Background: an optimization exercise with open tools, aiming at small area, a short achievable clock period and few clock cycles per item. Do not read the settings as production practice. Where RTL was checked, it was by simulation tests only, not by an equivalence proof against the original. For runs 1 and 2, only the layout was checked, not whether the RTL still works.

### design.v
`timescale 1ns / 1ps
`default_nettype none
module booth_csa (
    input  wire [7:0]  NEG,
    input  wire [7:0]  ONE,
    input  wire [7:0]  TWO,
    input  wire [16:0] B,
    output wire [32:0] S,
    output wire [32:0] C
);
    wire [17:0] bx  = {B[16], B};
    wire [17:0] bx2 = {B, 1'b0};
    wire [17:0] pp0r = (({18{ONE[0]}} & bx) | ({18{TWO[0]}} & bx2)) ^ {18{NEG[0]}};
    wire [17:0] pp0 = {~pp0r[17], pp0r[16:0]};
    wire [17:0] pp1r = (({18{ONE[1]}} & bx) | ({18{TWO[1]}} & bx2)) ^ {18{NEG[1]}};
    wire [17:0] pp1 = {~pp1r[17], pp1r[16:0]};
    wire [17:0] pp2r = (({18{ONE[2]}} & bx) | ({18{TWO[2]}} & bx2)) ^ {18{NEG[2]}};
    wire [17:0] pp2 = {~pp2r[17], pp2r[16:0]};
    wire [17:0] pp3r = (({18{ONE[3]}} & bx) | ({18{TWO[3]}} & bx2)) ^ {18{NEG[3]}};
    wire [17:0] pp3 = {~pp3r[17], pp3r[16:0]};
    wire [17:0] pp4r = (({18{ONE[4]}} & bx) | ({18{TWO[4]}} & bx2)) ^ {18{NEG[4]}};
    wire [17:0] pp4 = {~pp4r[17], pp4r[16:0]};
    wire [17:0] pp5r = (({18{ONE[5]}} & bx) | ({18{TWO[5]}} & bx2)) ^ {18{NEG[5]}};
    wire [17:0] pp5 = {~pp5r[17], pp5r[16:0]};
    wire [17:0] pp6r = (({18{ONE[6]}} & bx) | ({18{TWO[6]}} & bx2)) ^ {18{NEG[6]}};
    wire [17:0] pp6 = {~pp6r[17], pp6r[16:0]};
    wire [17:0] pp7r = (({18{ONE[7]}} & bx) | ({18{TWO[7]}} & bx2)) ^ {18{NEG[7]}};
    wire [17:0] pp7 = {~pp7r[17], pp7r[16:0]};
    wire hs0 = pp0[10] ^ pp1[8];
    wire hc0 = pp0[10] & pp1[8];
    wire hs1 = pp0[11] ^ pp1[9];
    wire hc1 = pp0[11] & pp1[9];
    wire fs0 = pp0[12] ^ pp1[10] ^ pp2[8];
    wire fc0 = (pp0[12] & pp1[10]) | (pp0[12] & pp2[8]) | (pp1[10] & pp2[8]);
    wire hs2 = pp3[6] ^ pp4[4];
    wire hc2 = pp3[6] & pp4[4];
    wire fs1 = pp0[13] ^ pp1[11] ^ pp2[9];
    wire fc1 = (pp0[13] & pp1[11]) | (pp0[13] & pp2[9]) | (pp1[11] & pp2[9]);
    wire hs3 = pp3[7] ^ pp4[5];
    wire hc3 = pp3[7] & pp4[5];
    wire fs2 = pp0[14] ^ pp1[12] ^ pp2[10];
    wire fc2 = (pp0[14] & pp1[12]) | (pp0[14] & pp2[10]) | (pp1[12] & pp2[10]);
    wire fs3 = pp3[8] ^ pp4[6] ^ pp5[4];
    wire fc3 = (pp3[8] & pp4[6]) | (pp3[8] & pp5[4]) | (pp4[6] & pp5[4]);
    wire hs4 = pp6[2] ^ pp7[0];
    wire hc4 = pp6[2] & pp7[0];
    wire fs4 = pp0[15] ^ pp1[13] ^ pp2[11];
    wire fc4 = (pp0[15] & pp1[13]) | (pp0[15] & pp2[11]) | (pp1[13] & pp2[11]);
    wire fs5 = pp3[9] ^ pp4[7] ^ pp5[5];
    wire fc5 = (pp3[9] & pp4[7]) | (pp3[9] & pp5[5]) | (pp4[7] & pp5[5]);
    wire hs5 = pp6[3] ^ pp7[1];
    wire hc5 = pp6[3] & pp7[1];
    wire fs6 = pp0[16] ^ pp1[14] ^ pp2[12];
    wire fc6 = (pp0[16] & pp1[14]) | (pp0[16] & pp2[12]) | (pp1[14] & pp2[12]);
    wire fs7 = pp3[10] ^ pp4[8] ^ pp5[6];
    wire fc7 = (pp3[10] & pp4[8]) | (pp3[10] & pp5[6]) | (pp4[8] & pp5[6]);
    wire hs6 = pp6[4] ^ pp7[2];
    wire hc6 = pp6[4] & pp7[2];
    wire fs8 = pp0[17] ^ pp1[15] ^ pp2[13];
    wire fc8 = (pp0[17] & pp1[15]) | (pp0[17] & pp2[13]) | (pp1[15] & pp2[13]);
    wire fs9 = pp3[11] ^ pp4[9] ^ pp5[7];
    wire fc9 = (pp3[11] & pp4[9]) | (pp3[11] & pp5[7]) | (pp4[9] & pp5[7]);
    wire hs7 = pp6[5] ^ pp7[3];
    wire hc7 = pp6[5] & pp7[3];
    wire fs10 = pp1[16] ^ pp2[14] ^ pp3[12];
    wire fc10 = (pp1[16] & pp2[14]) | (pp1[16] & pp3[12]) | (pp2[14] & pp3[12]);
    wire fs11 = pp4[10] ^ pp5[8] ^ pp6[6];
    wire fc11 = (pp4[10] & pp5[8]) | (pp4[10] & pp6[6]) | (pp5[8] & pp6[6]);
    wire fs12 = pp1[17] ^ pp2[15] ^ pp3[13];
    wire fc12 = (pp1[17] & pp2[15]) | (pp1[17] & pp3[13]) | (pp2[15] & pp3[13]);
    wire hs8 = pp4[11] ^ pp5[9];
    wire hc8 = pp4[11] & pp5[9];
    wire fs13 = pp2[16] ^ pp3[14] ^ pp4[12];
    wire fc13 = (pp2[16] & pp3[14]) | (pp2[16] & pp4[12]) | (pp3[14] & pp4[12]);
    wire hs9 = pp2[17] ^ pp3[15];
    wire hc9 = pp2[17] & pp3[15];
    wire hs10 = pp0[6] ^ pp1[4];
    wire hc10 = pp0[6] & pp1[4];
    wire hs11 = pp0[7] ^ pp1[5];
    wire hc11 = pp0[7] & pp1[5];
    wire fs14 = pp0[8] ^ pp1[6] ^ pp2[4];
    wire fc14 = (pp0[8] & pp1[6]) | (pp0[8] & pp2[4]) | (pp1[6] & pp2[4]);
    wire hs12 = pp3[2] ^ pp4[0];
    wire hc12 = pp3[2] & pp4[0];
    wire fs15 = pp0[9] ^ pp1[7] ^ pp2[5];
    wire fc15 = (pp0[9] & pp1[7]) | (pp0[9] & pp2[5]) | (pp1[7] & pp2[5]);
    wire hs13 = pp3[3] ^ pp4[1];
    wire hc13 = pp3[3] & pp4[1];
    wire fs16 = pp2[6] ^ pp3[4] ^ pp4[2];
    wire fc16 = (pp2[6] & pp3[4]) | (pp2[6] & pp4[2]) | (pp3[4] & pp4[2]);
    wire fs17 = pp5[0] ^ NEG[5] ^ hs0;
    wire fc17 = (pp5[0] & NEG[5]) | (pp5[0] & hs0) | (NEG[5] & hs0);
    wire fs18 = pp2[7] ^ pp3[5] ^ pp4[3];
    wire fc18 = (pp2[7] & pp3[5]) | (pp2[7] & pp4[3]) | (pp3[5] & pp4[3]);
    wire fs19 = pp5[1] ^ hs1 ^ hc0;
    wire fc19 = (pp5[1] & hs1) | (pp5[1] & hc0) | (hs1 & hc0);
    wire fs20 = pp5[2] ^ pp6[0] ^ NEG[6];
    wire fc20 = (pp5[2] & pp6[0]) | (pp5[2] & NEG[6]) | (pp6[0] & NEG[6]);
    wire fs21 = fs0 ^ hs2 ^ hc1;
    wire fc21 = (fs0 & hs2) | (fs0 & hc1) | (hs2 & hc1);
    wire fs22 = pp5[3] ^ pp6[1] ^ fs1;
    wire fc22 = (pp5[3] & pp6[1]) | (pp5[3] & fs1) | (pp6[1] & fs1);
    wire fs23 = hs3 ^ fc0 ^ hc2;
    wire fc23 = (hs3 & fc0) | (hs3 & hc2) | (fc0 & hc2);
    wire fs24 = NEG[7] ^ fs2 ^ fs3;
    wire fc24 = (NEG[7] & fs2) | (NEG[7] & fs3) | (fs2 & fs3);
    wire fs25 = hs4 ^ fc1 ^ hc3;
    wire fc25 = (hs4 & fc1) | (hs4 & hc3) | (fc1 & hc3);
    wire fs26 = fs4 ^ fs5 ^ hs5;
    wire fc26 = (fs4 & fs5) | (fs4 & hs5) | (fs5 & hs5);
    wire fs27 = fc2 ^ fc3 ^ hc4;
    wire fc27 = (fc2 & fc3) | (fc2 & hc4) | (fc3 & hc4);
    wire fs28 = fs6 ^ fs7 ^ hs6;
    wire fc28 = (fs6 & fs7) | (fs6 & hs6) | (fs7 & hs6);
    wire fs29 = fc4 ^ fc5 ^ hc5;
    wire fc29 = (fc4 & fc5) | (fc4 & hc5) | (fc5 & hc5);
    wire fs30 = fs8 ^ fs9 ^ hs7;
    wire fc30 = (fs8 & fs9) | (fs8 & hs7) | (fs9 & hs7);
    wire fs31 = fc6 ^ fc7 ^ hc6;
    wire fc31 = (fc6 & fc7) | (fc6 & hc6) | (fc7 & hc6);
    wire fs32 = pp7[4] ^ fs10 ^ fs11;
    wire fc32 = (pp7[4] & fs10) | (pp7[4] & fs11) | (fs10 & fs11);
    wire fs33 = fc8 ^ fc9 ^ hc7;
    wire fc33 = (fc8 & fc9) | (fc8 & hc7) | (fc9 & hc7);
    wire fs34 = pp6[7] ^ pp7[5] ^ fs12;
    wire fc34 = (pp6[7] & pp7[5]) | (pp6[7] & fs12) | (pp7[5] & fs12);
    wire fs35 = hs8 ^ fc10 ^ fc11;
    wire fc35 = (hs8 & fc10) | (hs8 & fc11) | (fc10 & fc11);
    wire fs36 = pp5[10] ^ pp6[8] ^ pp7[6];
    wire fc36 = (pp5[10] & pp6[8]) | (pp5[10] & pp7[6]) | (pp6[8] & pp7[6]);
    wire fs37 = fs13 ^ fc12 ^ hc8;
    wire fc37 = (fs13 & fc12) | (fs13 & hc8) | (fc12 & hc8);
    wire fs38 = pp4[13] ^ pp5[11] ^ pp6[9];
    wire fc38 = (pp4[13] & pp5[11]) | (pp4[13] & pp6[9]) | (pp5[11] & pp6[9]);
    wire fs39 = pp7[7] ^ hs9 ^ fc13;
    wire fc39 = (pp7[7] & hs9) | (pp7[7] & fc13) | (hs9 & fc13);
    wire fs40 = pp3[16] ^ pp4[14] ^ pp5[12];
    wire fc40 = (pp3[16] & pp4[14]) | (pp3[16] & pp5[12]) | (pp4[14] & pp5[12]);
    wire fs41 = pp6[10] ^ pp7[8] ^ hc9;
    wire fc41 = (pp6[10] & pp7[8]) | (pp6[10] & hc9) | (pp7[8] & hc9);
    wire fs42 = pp3[17] ^ pp4[15] ^ pp5[13];
    wire fc42 = (pp3[17] & pp4[15]) | (pp3[17] & pp5[13]) | (pp4[15] & pp5[13]);
    wire hs14 = pp6[11] ^ pp7[9];
    wire hc14 = pp6[11] & pp7[9];
    wire fs43 = pp4[16] ^ pp5[14] ^ pp6[12];
    wire fc43 = (pp4[16] & pp5[14]) | (pp4[16] & pp6[12]) | (pp5[14] & pp6[12]);
    wire hs15 = pp4[17] ^ pp5[15];
    wire hc15 = pp4[17] & pp5[15];
    wire hs16 = pp0[4] ^ pp1[2];
    wire hc16 = pp0[4] & pp1[2];
    wire hs17 = pp0[5] ^ pp1[3];
    wire hc17 = pp0[5] & pp1[3];
    wire fs44 = pp2[2] ^ pp3[0] ^ NEG[3];
    wire fc44 = (pp2[2] & pp3[0]) | (pp2[2] & NEG[3]) | (pp3[0] & NEG[3]);
    wire fs45 = pp2[3] ^ pp3[1] ^ hs11;
    wire fc45 = (pp2[3] & pp3[1]) | (pp2[3] & hs11) | (pp3[1] & hs11);
    wire fs46 = NEG[4] ^ fs14 ^ hs12;
    wire fc46 = (NEG[4] & fs14) | (NEG[4] & hs12) | (fs14 & hs12);
    wire fs47 = fs15 ^ hs13 ^ fc14;
    wire fc47 = (fs15 & hs13) | (fs15 & fc14) | (hs13 & fc14);
    wire fs48 = fs16 ^ fs17 ^ fc15;
    wire fc48 = (fs16 & fs17) | (fs16 & fc15) | (fs17 & fc15);
    wire fs49 = fs18 ^ fs19 ^ fc16;
    wire fc49 = (fs18 & fs19) | (fs18 & fc16) | (fs19 & fc16);
    wire fs50 = fs20 ^ fs21 ^ fc18;
    wire fc50 = (fs20 & fs21) | (fs20 & fc18) | (fs21 & fc18);
    wire fs51 = fs22 ^ fs23 ^ fc20;
    wire fc51 = (fs22 & fs23) | (fs22 & fc20) | (fs23 & fc20);
    wire fs52 = fs24 ^ fs25 ^ fc22;
    wire fc52 = (fs24 & fs25) | (fs24 & fc22) | (fs25 & fc22);
    wire fs53 = fs26 ^ fs27 ^ fc24;
    wire fc53 = (fs26 & fs27) | (fs26 & fc24) | (fs27 & fc24);
    wire fs54 = fs28 ^ fs29 ^ fc26;
    wire fc54 = (fs28 & fs29) | (fs28 & fc26) | (fs29 & fc26);
    wire fs55 = fs30 ^ fs31 ^ fc28;
    wire fc55 = (fs30 & fs31) | (fs30 & fc28) | (fs31 & fc28);
    wire fs56 = fs32 ^ fs33 ^ fc30;
    wire fc56 = (fs32 & fs33) | (fs32 & fc30) | (fs33 & fc30);
    wire fs57 = fs34 ^ fs35 ^ fc32;
    wire fc57 = (fs34 & fs35) | (fs34 & fc32) | (fs35 & fc32);
    wire fs58 = fs36 ^ fs37 ^ fc34;
    wire fc58 = (fs36 & fs37) | (fs36 & fc34) | (fs37 & fc34);
    wire fs59 = fs38 ^ fs39 ^ fc36;
    wire fc59 = (fs38 & fs39) | (fs38 & fc36) | (fs39 & fc36);
    wire fs60 = fs40 ^ fs41 ^ fc38;
    wire fc60 = (fs40 & fs41) | (fs40 & fc38) | (fs41 & fc38);
    wire fs61 = fs42 ^ hs14 ^ fc40;
    wire fc61 = (fs42 & hs14) | (fs42 & fc40) | (hs14 & fc40);
    wire fs62 = pp7[10] ^ fs43 ^ fc42;
    wire fc62 = (pp7[10] & fs43) | (pp7[10] & fc42) | (fs43 & fc42);
    wire fs63 = pp6[13] ^ pp7[11] ^ hs15;
    wire fc63 = (pp6[13] & pp7[11]) | (pp6[13] & hs15) | (pp7[11] & hs15);
    wire fs64 = pp5[16] ^ pp6[14] ^ pp7[12];
    wire fc64 = (pp5[16] & pp6[14]) | (pp5[16] & pp7[12]) | (pp6[14] & pp7[12]);
    wire hs18 = pp5[17] ^ pp6[15];
    wire hc18 = pp5[17] & pp6[15];
    wire hs19 = pp0[2] ^ pp1[0];
    wire hc19 = pp0[2] & pp1[0];
    wire hs20 = pp0[3] ^ pp1[1];
    wire hc20 = pp0[3] & pp1[1];
    wire fs65 = pp2[0] ^ NEG[2] ^ hs16;
    wire fc65 = (pp2[0] & NEG[2]) | (pp2[0] & hs16) | (NEG[2] & hs16);
    wire fs66 = pp2[1] ^ hs17 ^ hc16;
    wire fc66 = (pp2[1] & hs17) | (pp2[1] & hc16) | (hs17 & hc16);
    wire fs67 = hs10 ^ fs44 ^ hc17;
    wire fc67 = (hs10 & fs44) | (hs10 & hc17) | (fs44 & hc17);
    wire fs68 = hc10 ^ fs45 ^ fc44;
    wire fc68 = (hc10 & fs45) | (hc10 & fc44) | (fs45 & fc44);
    wire fs69 = hc11 ^ fs46 ^ fc45;
    wire fc69 = (hc11 & fs46) | (hc11 & fc45) | (fs46 & fc45);
    wire fs70 = hc12 ^ fs47 ^ fc46;
    wire fc70 = (hc12 & fs47) | (hc12 & fc46) | (fs47 & fc46);
    wire fs71 = hc13 ^ fs48 ^ fc47;
    wire fc71 = (hc13 & fs48) | (hc13 & fc47) | (fs48 & fc47);
    wire fs72 = fc17 ^ fs49 ^ fc48;
    wire fc72 = (fc17 & fs49) | (fc17 & fc48) | (fs49 & fc48);
    wire fs73 = fc19 ^ fs50 ^ fc49;
    wire fc73 = (fc19 & fs50) | (fc19 & fc49) | (fs50 & fc49);
    wire fs74 = fc21 ^ fs51 ^ fc50;
    wire fc74 = (fc21 & fs51) | (fc21 & fc50) | (fs51 & fc50);
    wire fs75 = fc23 ^ fs52 ^ fc51;
    wire fc75 = (fc23 & fs52) | (fc23 & fc51) | (fs52 & fc51);
    wire fs76 = fc25 ^ fs53 ^ fc52;
    wire fc76 = (fc25 & fs53) | (fc25 & fc52) | (fs53 & fc52);
    wire fs77 = fc27 ^ fs54 ^ fc53;
    wire fc77 = (fc27 & fs54) | (fc27 & fc53) | (fs54 & fc53);
    wire fs78 = fc29 ^ fs55 ^ fc54;
    wire fc78 = (fc29 & fs55) | (fc29 & fc54) | (fs55 & fc54);
    wire fs79 = fc31 ^ fs56 ^ fc55;
    wire fc79 = (fc31 & fs56) | (fc31 & fc55) | (fs56 & fc55);
    wire fs80 = fc33 ^ fs57 ^ fc56;
    wire fc80 = (fc33 & fs57) | (fc33 & fc56) | (fs57 & fc56);
    wire fs81 = fc35 ^ fs58 ^ fc57;
    wire fc81 = (fc35 & fs58) | (fc35 & fc57) | (fs58 & fc57);
    wire fs82 = fc37 ^ fs59 ^ fc58;
    wire fc82 = (fc37 & fs59) | (fc37 & fc58) | (fs59 & fc58);
    wire fs83 = fc39 ^ fs60 ^ fc59;
    wire fc83 = (fc39 & fs60) | (fc39 & fc59) | (fs60 & fc59);
    wire fs84 = fc41 ^ fs61 ^ fc60;
    wire fc84 = (fc41 & fs61) | (fc41 & fc60) | (fs61 & fc60);
    wire fs85 = hc14 ^ fs62 ^ fc61;
    wire fc85 = (hc14 & fs62) | (hc14 & fc61) | (fs62 & fc61);
    wire fs86 = fc43 ^ fs63 ^ fc62;
    wire fc86 = (fc43 & fs63) | (fc43 & fc62) | (fs63 & fc62);
    wire fs87 = hc15 ^ fs64 ^ fc63;
    wire fc87 = (hc15 & fs64) | (hc15 & fc63) | (fs64 & fc63);
    wire fs88 = pp7[13] ^ hs18 ^ fc64;
    wire fc88 = (pp7[13] & hs18) | (pp7[13] & fc64) | (hs18 & fc64);
    wire fs89 = pp6[16] ^ pp7[14] ^ hc18;
    wire fc89 = (pp6[16] & pp7[14]) | (pp6[16] & hc18) | (pp7[14] & hc18);
    wire hs21 = pp6[17] ^ pp7[15];
    wire hc21 = pp6[17] & pp7[15];
    assign S = {1'b0, pp7[17], pp7[16], hs21, fs89, fs88, fs87, fs86, fs85, fs84, fs83, fs82, fs81, fs80, fs79, fs78, fs77, fs76, fs75, fs74, fs73, fs72, fs71, fs70, fs69, fs68, fs67, fs66, fs65, hs20, NEG[1], pp0[1], pp0[0]};
    assign C = {1'b0, 1'b0, hc21, fc89, fc88, fc87, fc86, fc85, fc84, fc83, fc82, fc81, fc80, fc79, fc78, fc77, fc76, fc75, fc74, fc73, fc72, fc71, fc70, fc69, fc68, fc67, fc66, fc65, hc20, hc19, hs19, 1'b0, NEG[0]};
endmodule
`default_nettype wire
`timescale 1ns / 1ps
`default_nettype none
module kitten_fabric_tile #(
    parameter N_PRE       = 4096,
    parameter N_POST      = 4096,
    parameter ADDRW_PRE   = 13,
    parameter ADDRW_CSR   = 18,
    parameter ADDRW_POST  = 12,
    parameter PACK_WIDTH  = 8,
    parameter BRAM_DELAY  = 1
) (
    input  wire                  clk,
    input  wire                  rst,
    input  wire                  i_step_start,
    input  wire                  i_proj_done,
    output wire                  o_step_done,
    input  wire                  i_pre_spike_valid,
    input  wire [15:0]           i_pre_spike_idx,
    input  wire                  i_pre_spike,
    output wire                  o_pre_spike_ready,
    output wire                  o_post_spike_valid,
    output wire [PACK_WIDTH-1:0] o_post_spike_data,
    input  wire                  i_post_spike_ready,
    output wire [ADDRW_PRE-1:0]  o_indptr_addr,
    input  wire [31:0]           i_indptr_data,
    output wire [ADDRW_CSR-1:0]  o_indices_addr,
    input  wire [31:0]           i_indices_data,
    output wire [ADDRW_CSR-1:0]  o_values_addr,
    input  wire [15:0]           i_values_q_data,
    input  wire [15:0]           i_scale_q,
    output wire [ADDRW_POST-1:0] o_I_addr,
    output wire                  o_I_we,
    output wire [31:0]           o_I_din,
    input  wire [31:0]           i_I_dout,
    output wire [ADDRW_POST-1:0] o_v_addr,
    output wire                  o_v_we,
    output wire [31:0]           o_v_din,
    input  wire [31:0]           i_v_dout,
    input  wire [15:0]           i_alpha,
    input  wire [15:0]           i_v_th
);
    localparam [1:0] F_IDLE = 2'd0;    
    localparam [1:0] F_P0   = 2'd1;    
    localparam [1:0] F_P1   = 2'd2;    
    localparam [1:0] F_IT   = 2'd3;    
    reg         proj, pop, done;    
    reg  [1:0]  fe;
    reg         ph;
    reg         rdy;
    reg  [12:0] pa;          
    reg  [18:0] k;           
    reg  [18:0] kend;        
    reg         sp;          
    reg         izero;       
    reg  [2:0]  ev;          
    reg  [3:0]  sv;          
    reg  [7:0]  NEG, ONE, TWO;    
    reg  [16:0] B;           
    reg  [15:0] vh;
    reg  [32:0] S, C;        
    reg         c14;         
    reg         phm, phs, phc, phd, phe;    
    reg  [31:0] rd;          
    reg  [31:0] acc;
    reg  [31:0] D;           
    reg  [11:0] AD;          
    reg  [11:0] aw;          
    reg         I_we, v_we;
    reg  [8:0]  pk;          
    reg  [7:0]  ow;
    reg         owv;
    reg         pdv;         
    wire idle = !(proj || pop || done);
    assign o_step_done        = done;
    assign o_pre_spike_ready  = rdy;
    assign o_post_spike_valid = owv;
    assign o_post_spike_data  = ow;
    assign o_indptr_addr      = pa;
    assign o_indices_addr     = k[17:0];
    assign o_values_addr      = k[17:0];
    assign o_I_addr           = AD;
    assign o_v_addr           = AD;
    assign o_I_we             = I_we;
    assign o_v_we             = v_we;
    assign o_I_din            = izero ? 32'd0 : D;
    assign o_v_din            = D;
    wire [18:0] k1       = k + 19'd1;
    wire        hasr     = (k != kend);
    wire        lastr    = (k1 == kend);
    wire        issue    = !ph && ((fe == F_P1) || ((fe == F_IT) && hasr));
    wire        kill     = (fe == F_IT) && ph && sp && !hasr;
    wire        acc_ev   = i_pre_spike_valid && rdy &&
                           (proj || (idle && i_step_start));
    wire        proj_idle = (fe == F_IDLE) && !(|ev) && !I_we;
    wire        go_pop    = proj && proj_idle && pdv;
    wire [32:0] s_n, c_n;
    booth_csa u_mul (.NEG(NEG), .ONE(ONE), .TWO(TWO), .B(B), .S(s_n), .C(c_n));
    wire [15:0] a_in = pop ? i_alpha : i_values_q_data;
    wire [16:0] a_x  = {a_in, 1'b0};
    reg  [7:0]  neg_n, one_n, two_n;
    integer q;
    always @(*) begin
        for (q = 0; q < 8; q = q + 1) begin
            neg_n[q] = a_x[2*q+2] & ~(a_x[2*q+1] & a_x[2*q]);
            one_n[q] = a_x[2*q+1] ^ a_x[2*q];
            two_n[q] = (a_x[2*q+2] & ~a_x[2*q+1] & ~a_x[2*q]) |
                       (~a_x[2*q+2] & a_x[2*q+1] & a_x[2*q]);
        end
    end
    wire [14:0] c14_t = {1'b0, s_n[13:0]} + {1'b0, c_n[13:0]};
    wire [31:0] ys    = phs ? {13'd0, S[32:14]} : {S[29:0], 2'b00};
    wire [31:0] yc    = phc ? {13'd0, C[32:14]} : {C[29:0], 2'b00};
    wire [31:0] kc    = phm ? (32'd0 - 32'd174760) : (32'd0 - (32'd21845 << 19));
    wire [31:0] xo    = phm ? rd : acc;
    wire [31:0] sum   = xo + kc + ys + yc + {31'd0, phm & c14};
    wire [31:0] th    = {{16{kend[15]}}, kend[15:0]};
    wire [32:0] dif33 = {acc[31], acc} - {th[31], th};
    wire [31:0] dif   = dif33[31:0];
    wire        spk   = !dif33[32];
    wire [31:0] vnew  = spk ? dif : acc;
    wire        fwd   = !pop && I_we && (AD == aw);
    wire        rd_issue = !k[12] && !((k[2:0] == 3'd7) && owv);
    always @(posedge clk or posedge rst) begin
        if (rst) begin
            proj <= 1'b0;
            pop  <= 1'b0;
            done <= 1'b0;
            fe   <= F_IDLE;
            ph   <= 1'b0;
            phm  <= 1'b0;
            phs  <= 1'b0;
            phc  <= 1'b0;
            phd  <= 1'b0;
            phe  <= 1'b0;
            rdy  <= 1'b1;
            sp   <= 1'b0;
            izero <= 1'b0;
            ev   <= 3'd0;
            sv   <= 4'd0;
            I_we <= 1'b0;
            v_we <= 1'b0;
            owv  <= 1'b0;
            pdv  <= 1'b0;
        end else begin
            pdv <= i_proj_done && !i_pre_spike_valid;
            ph  <= !ph;
            phm <= !phm;
            phs <= !phs;
            phc <= !phc;
            phd <= !phd;
            phe <= !phe;
            ev <= {ev[1], ev[0] && !kill, issue};
            if (idle && i_step_start) proj <= 1'b1;
            if (go_pop) begin
                proj <= 1'b0;
                pop  <= 1'b1;
            end
            if (pop && k[12] && !(|sv) && !v_we && !owv) begin
                pop  <= 1'b0;
                done <= 1'b1;
            end
            if (done && !i_step_start) done <= 1'b0;
            izero <= pop || go_pop;
            case (fe)
                F_P0: fe <= F_P1;
                F_P1: begin
                    fe <= F_IT;
                    sp <= !ph;
                end
                F_IT: begin
                    if (!ph) begin
                        if (rdy) fe <= F_IDLE;
                    end else begin
                        sp <= 1'b0;
                        if (!hasr || (sp && lastr)) begin
                            fe  <= F_IDLE;
                            rdy <= 1'b1;
                        end else if (lastr && !sp) begin
                            rdy <= 1'b1;
                        end
                    end
                end
                default: ;
            endcase
            if (acc_ev) begin
                if (i_pre_spike) begin
                    fe  <= F_P0;
                    rdy <= 1'b0;
                end else begin
                    fe  <= F_IDLE;
                end
            end
            if (pop) begin
                if (ph) begin
                    I_we <= rd_issue;
                    v_we <= 1'b0;
                    sv   <= {sv[2:0], rd_issue};
                    if (sv[2]) begin
                        if (pk[1]) owv <= 1'b1;
                    end
                end else begin
                    I_we <= 1'b0;
                    v_we <= sv[3];
                end
            end else begin
                I_we <= ph ? ev[2] : 1'b0;
                v_we <= 1'b0;
                sv   <= 4'd0;
            end
            if (owv && i_post_spike_ready) owv <= 1'b0;
        end
    end
    always @(posedge clk) begin
        pa <= (fe == F_P0) ? pa + 13'd1 : i_pre_spike_idx[12:0];
        if (go_pop)
            k <= 19'd0;
        else if (pop) begin
            if (ph && rd_issue) k <= k1;
        end else if (fe == F_P0)
            k <= i_indptr_data[18:0];
        else if ((fe == F_IT) && (ph ? (sp && hasr) : hasr))
            k <= k1;
        if (pop)
            kend <= {3'd0, i_v_th};
        else if (fe == F_P1)
            kend <= i_indptr_data[18:0];
        if (!phe) begin
            NEG <= neg_n;
            ONE <= one_n;
            TWO <= two_n;
        end
        if (pop) B <= phd ? {1'b0, i_v_dout[15:0]} : {vh[15], vh};
        else     B <= {1'b0, i_scale_q};
        vh <= i_v_dout[31:16];
        S  <= s_n;
        c14 <= c14_t[14];
        C  <= c_n;
        if (pop ? phd : !phd) rd <= fwd ? D : i_I_dout;
        acc <= sum;
        if (phd) D <= pop ? vnew : sum;
        if (pop) begin
            if (ph) begin
                AD <= k[11:0];
            end else begin
                AD <= aw;
                if (sv[3]) aw <= aw + 12'd1;
            end
        end else begin
            if (ph) begin
                AD <= aw;
                aw <= AD;
            end else begin
                AD <= i_indices_data[11:0];
            end
            if (go_pop) aw <= 12'd0;
        end
        if (!pop) pk <= 9'h100;
        else if (ph && sv[2]) begin
            if (pk[1]) begin
                ow <= {spk, pk[8:2]};
                pk <= 9'h100;
            end else begin
                pk <= {spk, pk[8:1]};
            end
        end
    end
endmodule
`default_nettype wire
### flow/run.sh
#!/bin/bash
# Standard layout with plain buffers on the ports; timing repair aims
# SETUP_MARGIN ns beyond the clock period.
set -o pipefail
export BUFFER_PORTS_ARGS="-buffer_cell sky130_fd_sc_hd__buf_1"
bash standard.sh SETUP_SLACK_MARGIN=9.5 finish 2>&1 | tee standard_flow.log
### constraint.sdc
create_clock -name core_clock -period 14.0 [get_ports {clk}]
set_input_delay 2.8000 -clock core_clock [delete_from_list [all_inputs] [get_ports {clk}]]
set_output_delay 2.8000 -clock core_clock [all_outputs]
set_load 0.01 [all_outputs]
### config.mk
export PLATFORM = sky130hd
export DESIGN_NAME = kitten_fabric_tile
export DESIGN_NICKNAME = kitten_fabric_tile
export VERILOG_FILES = /design/flow/design.v
export SDC_FILE = /design/flow/constraint.sdc
export NUM_CORES = 4
export LEC_CHECK = 0
export CAP_MARGIN = 40
export CORE_MARGIN = 2
export CORE_UTILIZATION = 55
export CTS_CLUSTER_DIAMETER = 70
export CTS_CLUSTER_SIZE = 26
export SLEW_MARGIN = 60
### standard.sh
#!/bin/bash
# synth_recipe.tcl (not shown) runs the flow's synth.tcl, then flattens the netlist and writes it again
# the make line also repeats each setting of config.mk as NAME=value (left out here)
make -C /OpenROAD-flow-scripts/flow DESIGN_CONFIG=/design/flow/config.mk WORK_HOME=/design/flow/orfs CLKGATE_MAP_FILE= SYNTH_SCRIPT=/design/flow/synth_recipe.tcl "${@:-finish}"
==> reports/qor.yml, run 1 <==
status:
  status: "finished clean"
clock_network:
  cts_hold_buf: 0
  cts.sinks: 332
  tritoncts: "done"
  htreeDepth: 1
  clkLatencyLatePin_ps: 580
  path_clk_slew_ps: 90
  cts_made_buffers: 29
  cts_root_buf: "clkbuf_16"
  ctsLongestPathBuffers: 3
sta:
  fin_crit_sh_pct: 31.6
  rsz0062_at_grt: "yes"
  skew_ps: 19.6
  hold_viol: 0
  worst_pin_slew_ps: 591
  fin_tns_setup_ps: 0
  fin_crit_ps: 4420
  fmax_mhz: 226
  finalSetupViolations: 0
  slew-limit-headroom_pct: 60.1
  setup_slack_ps: 9580
  timing.hold.ws_ps: 397
  maxSlewViolCount: 0
critical_path:
  crit_path_end: "o_I_din[0]"
  crit_type: "flip-flop to primary output"
  startpoint: "izero$_DFF_PP0_"
  reg2reg_depth: 15
  r2r-start: "phc$_DFF_PP0_"
  critPathCaptureType: "primary output"
  cp.required_ps: 11200
  critPathMaxFanout: 32
  arrival_ps: 1620
  rrSetupSlack_ps: 9610
  worstSetupStartpointType: "flip-flop"
  rr_endpoint: "D[30]$_DFFE_PP_"
global_routing:
  grt_pass1_wl_mm: 101
  grt_overflow_total: 0
  grt_pass1_vias: 18300
  antenna_found_initial: 2
  track_usage_pct: 28.4
  grt_max_degree: 55
placed_design:
  place_area_um2: 25700
  place_congestion: 0.913
  port_buffers: 328
  hpwl_mm: 49.5
  pre_cts_ws_ps: 8980
final_layout:
  drive_above_1_share_pct: 10.2
  fill_cells: 3682
  finalInstanceArea_um2: 27300
  layout.nets: 3206
  syn_to_final_growth_pct: 12.6
yosys:
  synth_common_cells: "215 x inv_1, 183 x dfxtp_1, 165 x nand2_1"
  syn-num-nets: 2979
  synth_ff_type: "dfxtp_1"
  ys_seq_elements: 332
  synthTopCellsByArea: "edfxtp_1 15%, dfxtp_1 15%, fa_1 11%, ha_1 6.5%, xnor2_1 5.5%"
  syn_inst: 2505
  synth-edff-count: 124
  yosysUniqueCellTypes: 87
  synth_area_per_cell_um2: 9.67
  yosys_warnings: 1
  async_flop_share_pct: 7.53
  synth.most_common_cell: "inv_1"
  synth_area_leader_cell: "edfxtp_1"
  synth_area_um2: 24200
  synth_seq_area_share_pct: 33.1
  synth_top_area_share_pct: 15.4
route:
  final_antenna_net_count: 0
  vias: 18800
  wl_per_cell_um: 19.6
  drc_errors: 0
  dr.pass1.iters: 6
  drt_iter0_markers: 1260
  wirelength_mm: 65.3
  viasPerCell: 5.62
floorplan:
  core_area_um2: 43300
  initial_utilization_pct: 56.0
  ios: 365
  dieArea_um2: 45700
  die_h_um: 214
  core.rowCount: 76
  die_w_um: 214
flow_run:
  drv_cap: 0
min_path:
  hold_class: "flip-flop to flip-flop"
-- stage by stage --
stage	instances	utilization, %
floorplan	2505	-
global placement	3221	58.5
detailed placement	3251	59.3
CTS	3323	62.2
global route	3341	63.0
finish	3341	63.0
-- layout by cell type, fill, tap and decap left out, drive strengths merged, types with 18 or more instances in the layout --
master / count
a21o: 31
a211oi: 23
nor3: 26
ha: 126
nor2: 135
nor2b: 60
nand3: 48
mux2: 66
dfrtp: 24
xnor2: 152
buf: 406
mux2i: 123
fa: 133
dfxtp: 183
a21oi: 125
and3: 18
edfxtp: 124
a22oi: 135
xor2: 109
clkbuf: 31
nand2: 165
o21ai: 109
inv: 227
-- worst min-delay path by stage --
| stage | to | depth (start not counted) | from | slack (ps) |
|---|---|---|---|---|
| global route | ev[2]$_DFF_PP0_ | 0 | ev[1]$_DFF_PP0_ | 400 |
| finish | ev[2]$_DFF_PP0_ | 0 | ev[1]$_DFF_PP0_ | 400 |
| CTS | ev[2]$_DFF_PP0_ | 0 | ev[1]$_DFF_PP0_ | 380 |
| detailed placement | ev[2]$_DFF_PP0_ | 0 | ev[1]$_DFF_PP0_ | 380 |
| global placement | ev[2]$_DFF_PP0_ | 0 | ev[1]$_DFF_PP0_ | 390 |
| floorplan | ev[2]$_DFF_PP0_ | 0 | ev[1]$_DFF_PP0_ | 350 |
-- final cells by class --
cell class              count  area (um^2)  share of cell area [%]
clock buffers              29          726                    2.66
multi-input cells        1745        14600                    53.7
clock inverters            24          275                    1.01
inverters                 216          825                    3.02
repair buffers            408         2010                    7.37
flip-flops and latches    332         8060                    29.6
well taps                 585          732                    2.68
diodes                      2         5.00                  0.0184
-- cells by family after synthesis --
group	after synthesis	share of synthesized area, %
xor gates and xnor gates	261	9.44
AOI/OAI and AO/OA	516	14.0
DFF	332	33.1
buffers and inverters	428	7.50
muxes	189	8.15
and+or+nand+nor	520	10.3
adders and majority gates	259	17.5
-- worst max-delay path, cell delays in order (launching register included) --
cell and delay, ps:
dfrtp_4 640, nor2b_2 220, buf_1 170
-- sequential cells by signal, summed over array words and instances (netlist names), 2 cells and up --
signal,flops
AD,12
B,17
C,30
D,32
NEG,8
ONE,8
S,32
TWO,8
acc,32
aw,12
ev,3
fe,2
k,19
kend,19
ow,8
pa,13
pk,8
rd,32
sv,4
vh,16
-- repair_timing --
action	in CTS	in global routing
cloned	0	1
pin swaps	2	9
resized for setup	12	24
setup buffers	19	11
endpoints found under the setup margin	24	22
-- per-layer routing --
metal  track usage [%]  vias up  share of wire [%]
met5                 0        -                  0
met4              9.77        0                3.2
met3              3.21      121                6.0
met2              45.4      690                 46
met1              40.4     8929                 45
li1                  -     9040                  -
==> run 2: changes to the inputs <==
==> config.mk (replaced) <==
export PLATFORM = sky130hd
export DESIGN_NAME = kitten_fabric_tile
export DESIGN_NICKNAME = kitten_fabric_tile
export VERILOG_FILES = /design/flow/design.v
export SDC_FILE = /design/flow/constraint.sdc
export NUM_CORES = 4
export LEC_CHECK = 0
export CAP_MARGIN = 20
export CORE_MARGIN = 2
export CORE_UTILIZATION = 55
export CTS_CLUSTER_DIAMETER = 100
export CTS_CLUSTER_SIZE = 22
export SLEW_MARGIN = 20
==> reports/qor.yml, run 2 <==
clock_network:
  path_clk_slew_ps: 100
  cts_made_buffers: 20
  htreeDepth: 1
  ctsLongestPathBuffers: 3
  tritoncts: "done"
  cts.sinks: 332
  clkLatencyLatePin_ps: 560
  cts_root_buf: "clkbuf_16"
critical_path:
  crit_type: "flip-flop to flip-flop"
  reg2reg_depth: 15
  arrival_ps: 4740
  r2r-start: "phs$_DFF_PP0_"
  critPathMaxFanout: 7
  critPathCaptureType: "flip-flop"
  rr_endpoint: "D[30]$_DFFE_PP_"
  worstSetupStartpointType: "flip-flop"
  cp.required_ps: 14320
  rrSetupSlack_ps: 9580
yosys:
  async_flop_share_pct: 7.53
  synth_common_cells: "215 x inv_1, 183 x dfxtp_1, 165 x nand2_1"
  ys_seq_elements: 332
  synth_seq_area_share_pct: 33.1
  syn-num-nets: 2979
  syn_inst: 2505
  synth_ff_type: "dfxtp_1"
  synth_area_per_cell_um2: 9.67
  synthTopCellsByArea: "edfxtp_1 15%, dfxtp_1 15%, fa_1 11%, ha_1 6.5%, xnor2_1 5.5%"
  yosys_warnings: 1
  synth_top_area_share_pct: 15.4
  synth-edff-count: 124
  synth_area_um2: 24200
  synth.most_common_cell: "inv_1"
  yosysUniqueCellTypes: 87
  synth_area_leader_cell: "edfxtp_1"
sta:
  worst_pin_slew_ps: 1040
  fin_crit_sh_pct: 31.6
  hold_viol: 0
  skew_ps: 25.3
  fmax_mhz: 226
  fin_tns_setup_ps: 0
  maxSlewViolCount: 0
  finalSetupViolations: 0
  fin_crit_ps: 4420
  slew-limit-headroom_pct: 30.9
  setup_slack_ps: 9580
  rsz0062_at_grt: "yes"
floorplan:
  initial_utilization_pct: 56.0
  die_h_um: 214
  core.rowCount: 76
  ios: 365
  core_area_um2: 43300
  die_w_um: 214
  dieArea_um2: 45700
route:
  viasPerCell: 5.63
  drt_iter0_markers: 1394
  drc_errors: 0
  wirelength_mm: 65.5
  wl_per_cell_um: 19.7
  dr.pass1.iters: 5
  vias: 18700
  final_antenna_net_count: 0
final_layout:
  instances_no_fill: 3325
  layout_common_cells: "328 x buf_1, 210 x inv_1, 176 x dfxtp_1"
  drive_above_1_share_pct: 8.43
  syn_to_final_growth_pct: 10.2
  layout.nets: 3200
  layout_commonest_cell: "buf_1"
  finalInstanceArea_um2: 26700
  antenna_cells: 0
placed_design:
  place_inst: 3221
  place_area_um2: 25300
  place_congestion: 0.913
  port_buffers: 328
  pre_cts_ws_ps: 8930
  hpwl_mm: 48.0
status:
  status: "finished clean"
global_routing:
  grt_pass1_wl_mm: 100
  grt_overflow_total: 0
  grt_pass1_vias: 18000
  track_usage_pct: 28.3
  antenna_found_initial: 0
  grt_max_degree: 96
flow_run:
  drv_cap: 0
min_path:
  min-delay-start: "ev[1]$_DFF_PP0_"
  hold_end: "ev[2]$_DFF_PP0_"
  whs_path_depth: 0
  hold_class: "flip-flop to flip-flop"
-- run 2: cell types whose count changed in the layout (fill, tap and decap cells not counted), sizes merged --
cell and change:
inv -12, clkbuf +2, diode -2, buf +3, clkinvlp -1, clkinv -6
-- run 2: what timing repair did --
item,in CTS,in global routing
hold buffers,0,0
buffers inserted,27,39
resized for setup,23,20
gates cloned,0,1
setup endpoints to repair,57,13
pin swaps,3,8
-- run 2: through the flow --
| stage | utilization, % | hold slack, ps |
|---|---|---|
| 6_report | 61.7 | 421 |
| 3_5_place_dp | 58.5 | 385 |
| 3_3_place_gp | 58.5 | 394 |
| 2_1_floorplan | - | 355 |
| 5_1_grt | 61.7 | 434 |
| 4_1_cts | 60.6 | 422 |
-- run 2: worst max-delay path by stage --
| stage | slack [ps] | start | end |
|---|---|---|---|
| final | 9580 | phs$_DFF_PP0_ | D[30]$_DFFE_PP_ |
| after global routing | 9460 | phm$_DFF_PP0_ | D[30]$_DFFE_PP_ |
| after CTS | 9410 | phc$_DFF_PP0_ | D[30]$_DFFE_PP_ |
| after detailed placement | 8930 | phc$_DFF_PP0_ | D[30]$_DFFE_PP_ |
| after global placement | 8950 | phc$_DFF_PP0_ | D[30]$_DFFE_PP_ |
| after floorplan | 9500 | phm$_DFF_PP0_ | D[30]$_DFFE_PP_ |
-- run 2: area by class of cell --
class / count / area, um^2
multi-input cells: 1745 / 14500
fillers: 3732 / 16600
well taps: 585 / 732
clock buffers: 31 / 546
flip-flops and latches: 332 / 8040
repair buffers: 411 / 1970
clock inverters: 5 / 63.8
inverters: 216 / 826
-- run 2: critical path: stages, from the launching register on --
cell and delay (ps):
dfrtp_4 490, buf_4 220, mux2i_2 260, fa_1 470, fa_1 490, inv_1 40
ha_2 310, o21ai_1 150, a21oi_1 70, o41ai_2 260, o211ai_1 220, a311o_1 480
o211ai_1 270, o21ai_1 120, xor2_1 200, a2bb2oi_2 140
-- run 2: metal layers --
metal | track usage [%] | wire length [um] | up-vias
met1 | 39.9 | 30100 | 8969
met5 | 0 | 0 | -
met3 | 2.69 | 3390 | 93
li1 | - | - | 9000
met4 | 8.50 | 1760 | 0
met2 | 46.3 | 30300 | 654
-- run 2: cell families (layout without fill, tap and decap cells) --
logic type / count (synthesis) / in the layout / share of synthesized area [%]
and+or+nand+nor: 520 / 520 / 10.3
AOI/OAI and AO/OA: 516 / 516 / 14.0
buffers and inverters: 428 / 663 / 7.50
DFF: 332 / 332 / 33.1
xor gates and xnor gates: 261 / 261 / 9.44
adders and majority gates: 259 / 259 / 17.5
muxes: 189 / 189 / 8.15
==> run 3: changes to the inputs <==
--- a/design.v
+++ b/design.v
@@ -338,7 +338,7 @@
     assign o_v_addr           = AD;
     assign o_I_we             = I_we;
     assign o_v_we             = v_we;
-    assign o_I_din            = izero ? 32'd0 : D;
+    assign o_I_din            = izero ? 32'd0 : acc;    
     assign o_v_din            = D;
     wire [18:0] k1       = k + 19'd1;
     wire        hasr     = (k != kend);
@@ -491,9 +491,9 @@
         S  <= s_n;
         c14 <= c14_t[14];
         C  <= c_n;
-        if (pop ? phd : !phd) rd <= fwd ? D : i_I_dout;
+        if (pop ? phd : !phd) rd <= fwd ? acc : i_I_dout;
         acc <= sum;
-        if (phd) D <= pop ? vnew : sum;
+        if (phd) D <= vnew;
         if (pop) begin
             if (ph) begin
                 AD <= k[11:0];
==> reports/qor.yml, run 3 <==
status:
  status: "finished clean"
clock_network:
  htreeDepth: 1
  path_clk_slew_ps: 100
  cts_root_buf: "clkbuf_16"
  cts_made_buffers: 19
  cts.sinks: 332
  tritoncts: "done"
  clkLatencyLatePin_ps: 540
  ctsLongestPathBuffers: 3
yosys:
  synth_ff_type: "dfxtp_1"
  synth_top_area_share_pct: 15.6
  synth.most_common_cell: "inv_1"
  yosys_warnings: 1
  yosysUniqueCellTypes: 83
  synthTopCellsByArea: "edfxtp_1 16%, dfxtp_1 15%, fa_1 11%, ha_1 6.6%, xnor2_1 5.9%"
  async_flop_share_pct: 7.53
  ys_seq_elements: 332
  synth-edff-count: 124
  synth_common_cells: "211 x inv_1, 183 x dfxtp_1, 167 x nand2_1"
  synth_area_leader_cell: "edfxtp_1"
  syn_inst: 2445
  syn-num-nets: 2919
  synth_area_per_cell_um2: 9.78
  synth_seq_area_share_pct: 33.5
  synth_area_um2: 23900
floorplan:
  core_area_um2: 43000
  die_h_um: 213
  dieArea_um2: 45200
  core.rowCount: 76
  ios: 365
  initial_utilization_pct: 55.6
  die_w_um: 213
sta:
  fin_crit_ps: 4520
  fin_crit_sh_pct: 32.3
  worst_pin_slew_ps: 1000
  fmax_mhz: 221
  rsz0062_at_grt: "yes"
  slew-limit-headroom_pct: 33.2
  finalSetupViolations: 0
  skew_ps: 16.9
  setup_slack_ps: 9480
  fin_tns_setup_ps: 0
  hold_viol: 0
  maxSlewViolCount: 0
critical_path:
  worstSetupStartpointType: "flip-flop"
  crit_type: "flip-flop to primary output"
  slowest_delay_ps: 640
  critPathMaxFanout: 32
  crit_path_cell_trace: "nor2_1 > buf_1"
  critPathTopFamily: "flip-flops"
  arrival_ps: 1720
  cp.required_ps: 11200
  critPathSlowestCell: "dfrtp_4"
  critPathCaptureType: "primary output"
  crit_buf_inv: 1
route:
  wl_per_cell_um: 20.8
  drt_iter0_markers: 1534
  final_antenna_net_count: 0
  drc_errors: 0
  vias: 18500
  viasPerCell: 5.69
  dr.pass1.iters: 7
  wirelength_mm: 67.6
global_routing:
  grt_overflow_total: 0
  antenna_found_initial: 4
  track_usage_pct: 29.6
  grt_pass1_wl_mm: 102
  grt_max_degree: 89
  grt_pass1_vias: 17700
final_layout:
  fill_cells: 3801
  drive_above_1_share_pct: 7.19
  layout_common_cells: "328 x buf_1, 208 x inv_1, 176 x dfxtp_1"
  layout_commonest_cell: "buf_1"
  seq_area_um2: 8040
  layout.nets: 3119
  multiInputGateArea_um2: 14200
  syn_to_final_growth_pct: 9.05
placed_design:
  hpwl_mm: 50.4
  place_congestion: 0.911
  port_buffers: 328
  pre_cts_ws_ps: 8560
flow_run:
  drv_cap: 0
min_path:
  hold_class: "flip-flop to flip-flop"
==> run 3: changes by cell type after synthesis, sizes merged, moves of 9 or more <==
cell	change
a21oi	-40
a21o	-11
xor2	-9
nor2	-25
o21ai	+15
nor2b	+9
nor3	-12
clkbuf	-12
xnor2	+10
mux2i	-15
==> run 3: cells by family (layout without fill, tap and decap cells) <==
kind of cell               Yosys count  after routing  synth area share [%]
other                                0              2                     0
muxes                              172            172                  7.53
adders and majority gates          259            259                  17.7
buffers and inverters              417            629                  7.38
and+or+nand+nor                    503            503                  10.3
xor gates and xnor gates           262            262                  9.60
DFF                                332            332                  33.5
AOI/OAI and AO/OA                  500            500                  14.0
==> run 3: through the flow <==
stage	util, %	instance area (um^2)	hold WS (ps)	cells
4_1_cts	59.9	25700	393	3211
5_1_grt	60.7	26100	406	3244
6_report	60.7	26100	395	3244
3_3_place_gp	58.3	25100	364	3173
2_1_floorplan	-	23900	355	2445
3_5_place_dp	58.3	25100	371	3173
==> run 3: path summary, 6_finish.rpt <==
| kind | end | cells past startpoint | slack [ps] | from |
|---|---|---|---|---|
| worst max-delay path | o_I_din[0] | 2 | 9480 | izero$_DFF_PP0_ |
| worst min-delay path | ev[2]$_DFF_PP0_ | 0 | 390 | ev[1]$_DFF_PP0_ |
| worst max register to register | acc[30]$_DFF_P_ | 16 | 9710 | phm$_DFF_PP0_ |
| worst min register to register | ev[2]$_DFF_PP0_ | 0 | 390 | ev[1]$_DFF_PP0_ |
| max in group asynchronous | phc$_DFF_PP0_ | 2 | 11210 | rst |
| min in group asynchronous | owv$_DFFE_PP0P_ | 2 | 2310 | rst |
==> run 3: layout make-up <==
class	instances	area share, %
Multi-Input combinational cell	1696	54.5
Sequential cell	332	30.8
Timing Repair Buffer	384	6.60
Inverter	212	3.08
Tap cell	585	2.81
Clock buffer	31	2.11
Clock inverter	2	0.0816
Antenna cell	2	0.0192
==> run 3: layer usage <==
| metal | track usage [%] | vias to the layer above | part of all wire, % |
|---|---|---|---|
| met5 | 0 | - | 0.049 |
| met4 | 8.39 | 4 | 2.9 |
| met3 | 3.56 | 109 | 6.5 |
| met2 | 48.4 | 725 | 46 |
| met1 | 41.6 | 8865 | 45 |
| li1 | - | 8750 | - |
==> run 3: what timing repair did <==
item,in CTS,in global routing
hold buffers,0,0
resized for setup,9,22
setup buffers,4,31
pin swaps,1,8
gates cloned,1,0
endpoints found under the setup margin,54,15
Testbench counts of run 3, summed over its fixed seeds: cycles 332,068, steps 24.
==> run 4: changes to the inputs <==
==> flow/run.sh (replaced) <==
#!/bin/bash
# Standard layout with plain buffers on the ports; timing repair aims
# SETUP_MARGIN ns beyond the clock period.
set -o pipefail
export BUFFER_PORTS_ARGS="-buffer_cell sky130_fd_sc_hd__buf_1"
bash standard.sh SETUP_SLACK_MARGIN=9.8 finish 2>&1 | tee standard_flow.log
==> reports/qor.yml, run 4 <==
status:
  status: "finished clean"
yosys:
  yosys_warnings: 1
  synth_common_cells: "211 x inv_1, 183 x dfxtp_1, 167 x nand2_1"
  synth.most_common_cell: "inv_1"
  synth_area_per_cell_um2: 9.78
  synth_ff_type: "dfxtp_1"
  syn-num-nets: 2919
  synthTopCellsByArea: "edfxtp_1 16%, dfxtp_1 15%, fa_1 11%, ha_1 6.6%, xnor2_1 5.9%"
  syn_inst: 2445
  synth_top_area_share_pct: 15.6
  synth_seq_area_share_pct: 33.5
  async_flop_share_pct: 7.53
  ys_seq_elements: 332
  synth_area_um2: 23900
  yosysUniqueCellTypes: 83
  synth_area_leader_cell: "edfxtp_1"
  synth-edff-count: 124
critical_path:
  rr_endpoint: "acc[30]$_DFF_P_"
  slowest_delay_ps: 510
  reg2reg_depth: 16
  r2r-start: "phc$_DFF_PP0_"
  cp.required_ps: 11200
  critPathTopFamily: "flip-flops"
  crit_type: "flip-flop to primary output"
  critPathCaptureType: "primary output"
  worstSetupStartpointType: "flip-flop"
  critPathMaxFanout: 5
  crit_buf_inv: 3
  critPathSlowestCell: "dfrtp_4"
  crit_path_cell_trace: "buf_12 > buf_12 > nor2b_1 > buf_2"
  rrSetupSlack_ps: 9900
  arrival_ps: 1570
  crit_top_cell: "buf_12"
  startpoint: "izero$_DFF_PP0_"
floorplan:
  die_h_um: 213
  die_w_um: 213
  initial_utilization_pct: 55.6
  dieArea_um2: 45200
  core_area_um2: 43000
  core.rowCount: 76
  ios: 365
sta:
  fin_crit_sh_pct: 31.2
  maxSlewViolCount: 0
  fin_tns_setup_ps: 0
  worst_pin_slew_ps: 1010
  hold_viol: 0
  skew_ps: 19.6
  rsz0062_at_grt: "yes"
  fmax_mhz: 229
  finalSetupViolations: 0
  fin_crit_ps: 4370
  timing.hold.ws_ps: 397
  slew-limit-headroom_pct: 32.5
final_layout:
  finalInstanceArea_um2: 27000
  multiInputGateArea_um2: 14400
  layout_commonest_cell: "buf_1"
  layout.nets: 3166
  layout_common_cells: "296 x buf_1, 206 x inv_1, 167 x nand2_1"
  fill_cells: 3815
  syn_to_final_growth_pct: 12.9
  drive_above_1_share_pct: 12.0
  seq_area_um2: 8080
clock_network:
  ctsLongestPathBuffers: 3
  cts_made_buffers: 20
  path_clk_slew_ps: 100
  cts_root_buf: "clkbuf_16"
  tritoncts: "done"
  cts.sinks: 332
  clkLatencyLatePin_ps: 540
  htreeDepth: 1
min_path:
  whs_path_depth: 0
  hold_class: "flip-flop to flip-flop"
  min-delay-start: "ev[1]$_DFF_PP0_"
  hold_end: "ev[2]$_DFF_PP0_"
route:
  wl_per_cell_um: 21.0
  final_antenna_net_count: 0
  drc_errors: 0
  wirelength_mm: 69.3
  vias: 18800
  viasPerCell: 5.70
  drt_iter0_markers: 1268
  dr.pass1.iters: 6
placed_design:
  hpwl_mm: 50.6
  port_buffers: 328
  place_area_um2: 25100
  place_congestion: 0.908
global_routing:
  antenna_found_initial: 2
  grt_pass1_vias: 18000
  grt_overflow_total: 0
  grt_max_degree: 89
  grt_pass1_wl_mm: 105
  track_usage_pct: 30.4
flow_run:
  drv_cap: 0
-- run 4: cell type report --
class	count	area share (%)
Inverter	212	3.00
Tap cell	585	2.71
Timing Repair Buffer	430	8.50
Multi-Input combinational cell	1696	53.5
Sequential cell	332	29.9
Clock inverter	5	0.181
Clock buffer	31	2.12
Antenna cell	2	0.0185
-- run 4: metrics by stage --
stage	instances	util [%]	setup slack (ps)
after global placement	3173	58.4	9040
final	3293	62.8	9630
after detailed placement	3174	58.5	8970
after floorplan	2445	-	9790
after global routing	3292	62.8	9590
after CTS	3255	61.3	9630
-- run 4: how the worst max path moves through the flow --
stage,to,slack (ps),cells past startpoint
2_1_floorplan,acc[30]$_DFF_P_,9790,16
3_3_place_gp,acc[31]$_DFF_P_,9040,15
3_5_place_dp,acc[31]$_DFF_P_,8970,16
4_1_cts,o_I_din[30],9630,4
5_1_grt,o_I_din[29],9590,4
6_report,o_I_din[20],9630,4
-- run 4: worst register-to-register path, cell delays in order, from the launching register on --
cell and delay, ps:
dfrtp_4 530, buf_12 150, mux2i_4 180, fa_1 530, fa_1 500, inv_1 40
ha_2 190, or2_1 240, a2111oi_4 330, o211ai_1 130, buf_4 170, a41oi_4 260
o21ai_4 100, a221oi_4 320, o21ai_2 90, a21oi_2 140, xnor2_1 120
-- run 4: metal layers --
layer / vias up / global-route usage (%) / wire (um)
met2: 754 / 49.5 / 31900
met3: 131 / 3.63 / 4540
met4: 0 / 9.21 / 2150
met1: 9029 / 42.4 / 30600
met5: - / 0 / 0
li1: 8869 / - / -
-- run 4: cells by family (layout without fill, tap and decap cells) --
family,count (synthesis),in the layout,share of synthesized area [%]
other cells,0,2,0
buf+inv,417,678,7.38
mux,172,172,7.53
fa+ha+maj,259,259,17.7
xor+xnor,262,262,9.60
compound gates,500,500,14.0
simple gates,503,503,10.3
flops,332,332,33.5
-- run 4: repair_timing --
action / in CTS / in global routing
gates cloned: 1 / 1
resized for setup: 74 / 64
buffers inserted: 44 / 35
pin swaps: 11 / 31
endpoints found under the setup margin: 73 / 55
endpoints found under the hold margin: 0 / 0
hold buffers: 0 / 0
==> run 5: changes to the inputs <==
==> flow/run.sh (replaced) <==
#!/bin/bash
# Standard layout with plain buffers on the ports; timing repair aims
# SETUP_MARGIN ns beyond the clock period.
set -o pipefail
export BUFFER_PORTS_ARGS="-buffer_cell sky130_fd_sc_hd__buf_1"
bash standard.sh SETUP_SLACK_MARGIN=9.65 finish 2>&1 | tee standard_flow.log
==> reports/qor.yml, run 5 <==
yosys:
  ys_seq_elements: 332
  synthTopCellsByArea: "edfxtp_1 16%, dfxtp_1 15%, fa_1 11%, ha_1 6.6%, xnor2_1 5.9%"
  synth_ff_type: "dfxtp_1"
  synth_area_leader_cell: "edfxtp_1"
  synth_area_per_cell_um2: 9.78
  synth_top_area_share_pct: 15.6
  synth_common_cells: "211 x inv_1, 183 x dfxtp_1, 167 x nand2_1"
  synth_area_um2: 23900
  syn_inst: 2445
  async_flop_share_pct: 7.53
  yosysUniqueCellTypes: 83
  synth.most_common_cell: "inv_1"
  synth_seq_area_share_pct: 33.5
  syn-num-nets: 2919
  synth-edff-count: 124
  yosys_warnings: 1
critical_path:
  crit_type: "flip-flop to primary output"
  critPathTopFamily: "flip-flops"
  crit_path_cell_trace: "buf_12 > nor2_4 > buf_6"
  cp.required_ps: 11200
  worstSetupStartpointType: "flip-flop"
  critPathSlowestCell: "dfrtp_4"
  slowest_delay_ps: 570
  crit_buf_inv: 2
  critPathMaxFanout: 7
  critPathCaptureType: "primary output"
  arrival_ps: 1580
placed_design:
  place_congestion: 0.909
  port_buffers: 328
  pre_cts_ws_ps: 8960
  hpwl_mm: 50.7
sta:
  skew_ps: 36.9
  fmax_mhz: 228
  worst_pin_slew_ps: 1010
  maxSlewViolCount: 0
  rsz0062_at_grt: "yes"
  fin_tns_setup_ps: 0
  hold_viol: 0
  setup_slack_ps: 9620
  fin_crit_sh_pct: 31.3
  slew-limit-headroom_pct: 32.6
  finalSetupViolations: 0
  fin_crit_ps: 4380
flow_run:
  drv_cap: 0
clock_network:
  cts_made_buffers: 20
  ctsLongestPathBuffers: 3
  cts_hold_buf: 0
  cts.sinks: 332
  htreeDepth: 1
  clkLatencyLatePin_ps: 570
  cts_root_buf: "clkbuf_16"
  tritoncts: "done"
  path_clk_slew_ps: 90
final_layout:
  layout.nets: 3134
  fill_cells: 3779
  syn_to_final_growth_pct: 10.9
  layout_common_cells: "297 x buf_1, 209 x inv_1, 173 x dfxtp_1"
  layout_commonest_cell: "buf_1"
  drive_above_1_share_pct: 9.54
global_routing:
  grt_pass1_wl_mm: 103
  track_usage_pct: 29.9
  antenna_found_initial: 3
  grt_overflow_total: 0
  grt_max_degree: 84
  grt_pass1_vias: 17800
floorplan:
  core.rowCount: 76
  die_h_um: 213
  ios: 365
  dieArea_um2: 45200
  die_w_um: 213
  initial_utilization_pct: 55.6
  core_area_um2: 43000
min_path:
  hold_class: "flip-flop to flip-flop"
route:
  vias: 18500
  final_antenna_net_count: 0
  wirelength_mm: 68.2
  drt_iter0_markers: 1586
  dr.pass1.iters: 6
  wl_per_cell_um: 20.9
  drc_errors: 0
  viasPerCell: 5.68
status:
  status: "finished clean"
## run 5: cell types whose count changed in the layout (fill, tap and decap cells not counted), moves of 6 or more
| cell | previous run | this run |
|---|---|---|
| dfxtp_2 | 20 | 10 |
| dfxtp_1 | 158 | 173 |
| ha_1 | 115 | 124 |
| buf_4 | 81 | 55 |
| nor2b_4 | 1 | 7 |
| buf_2 | 30 | 22 |
## run 5: worst register-to-register path, delay by kind of cell (launching register included)
| kind | cells | cell delay, ps |
|---|---|---|
| AO/OA/AOI/OAI | 7 | 1590 |
| adder cells (fa/ha/maj) | 4 | 1430 |
| buffers and inverters | 2 | 210 |
| flip-flops | 1 | 430 |
| multiplexers | 1 | 190 |
| AND/OR/NAND/NOR | 2 | 390 |
## run 5: worst paths after layout
kind,start,end,slack [ps],depth (start not counted)
worst max-delay path,izero$_DFF_PP0_,o_I_din[0],9620,3
worst min-delay path,ev[1]$_DFF_PP0_,ev[2]$_DFF_PP0_,390,0
worst max register to register,phm$_DFF_PP0_,acc[31]$_DFF_P_,9710,16
worst min register to register,ev[1]$_DFF_PP0_,ev[2]$_DFF_PP0_,390,0
max in group asynchronous,rst,phc$_DFF_PP0_,11350,3
min in group asynchronous,rst,phe$_DFF_PP0_,2290,3
## run 5: routing by layer
| layer | global-route usage (%) | up-vias | routed length, um |
|---|---|---|---|
| li1 | - | 8791 | - |
| met1 | 42.3 | 8909 | 31000 |
| met2 | 48.8 | 720 | 31200 |
| met3 | 3.50 | 104 | 4230 |
| met4 | 7.98 | 2 | 1760 |
| met5 | 0 | - | 8 |
## run 5: logic make-up (layout without fill, tap and decap cells)
logic type      Yosys count  after routing  synth area share, %
other cells               0              2                    0
flops                   332            332                 33.5
simple gates            503            503                 10.3
fa+ha+maj               259            259                 17.7
buf+inv                 417            645                 7.38
xor+xnor                262            262                 9.60
mux                     172            172                 7.53
compound gates          500            500                 14.0
## run 5: per-stage QoR
step | instance area (um^2) | utilization, % | hold slack, ps | instances
6_report | 26500 | 61.7 | 389 | 3260
5_1_grt | 26500 | 61.7 | 422 | 3260
4_1_cts | 26100 | 60.7 | 400 | 3232
3_5_place_dp | 25100 | 58.4 | 364 | 3173
3_3_place_gp | 25100 | 58.4 | 385 | 3173
2_1_floorplan | 23900 | - | 355 | 2445
## run 5: final cells by class
| type | instances | area, um^2 | share of cell area [%] |
|---|---|---|---|
| flip-flops and latches | 332 | 8040 | 30.3 |
| multi-input cells | 1696 | 14300 | 53.9 |
| clock buffers | 29 | 544 | 2.05 |
| well taps | 585 | 732 | 2.76 |
| diodes | 2 | 5.00 | 0.0189 |
| repair buffers | 398 | 2030 | 7.66 |
| clock inverters | 6 | 67.6 | 0.255 |
| inverters | 212 | 803 | 3.03 |
## run 5: timing repair
| action | 4_1_cts | 5_1_grt |
|---|---|---|
| buffers inserted | 23 | 25 |
| endpoints found under the setup margin | 47 | 64 |
| cloned | 1 | 0 |
| gates resized for setup | 63 | 40 |
| pin swaps | 6 | 10 |
| endpoints found under the hold margin | 0 | 0 |

afterwards: timing with drivers on the ports:
How much do the figures lean on ideal ports? The routed layouts below were timed once more, with nothing changed but the port constraints. Step 1: set_driving_cell puts a clkbuf_16 on clk and a buf_2 on each other input, an assumption about the parent block. Step 2 adds t to the input delays and takes it off the output delays; t is the mean of the earliest and latest rising clock arrival at the registers after step 1. Input paths then give back, and output paths get back, about the clock's delay inside the block. Three values: ideal ports, drivers, drivers and shift; two values: the first two.
run	t, ns	setup slack, ns	worst setup path after step 2	worst data-port slew with drivers (ns)
run 1	0.633	9.582 / 9.523 / 9.614	register to register	0.07
run 2	0.609	9.577 / 9.547 / 9.577	register to register	0.07
run 3	0.591	9.482 / 9.421 / 9.709	register to register	0.07
run 4	0.589	9.634 / 9.576 / 9.904	register to register	0.08
run 5	0.617	9.615 / 9.553 / 9.707	register to register	0.08
After both steps setup and hold are still met in every run listed.
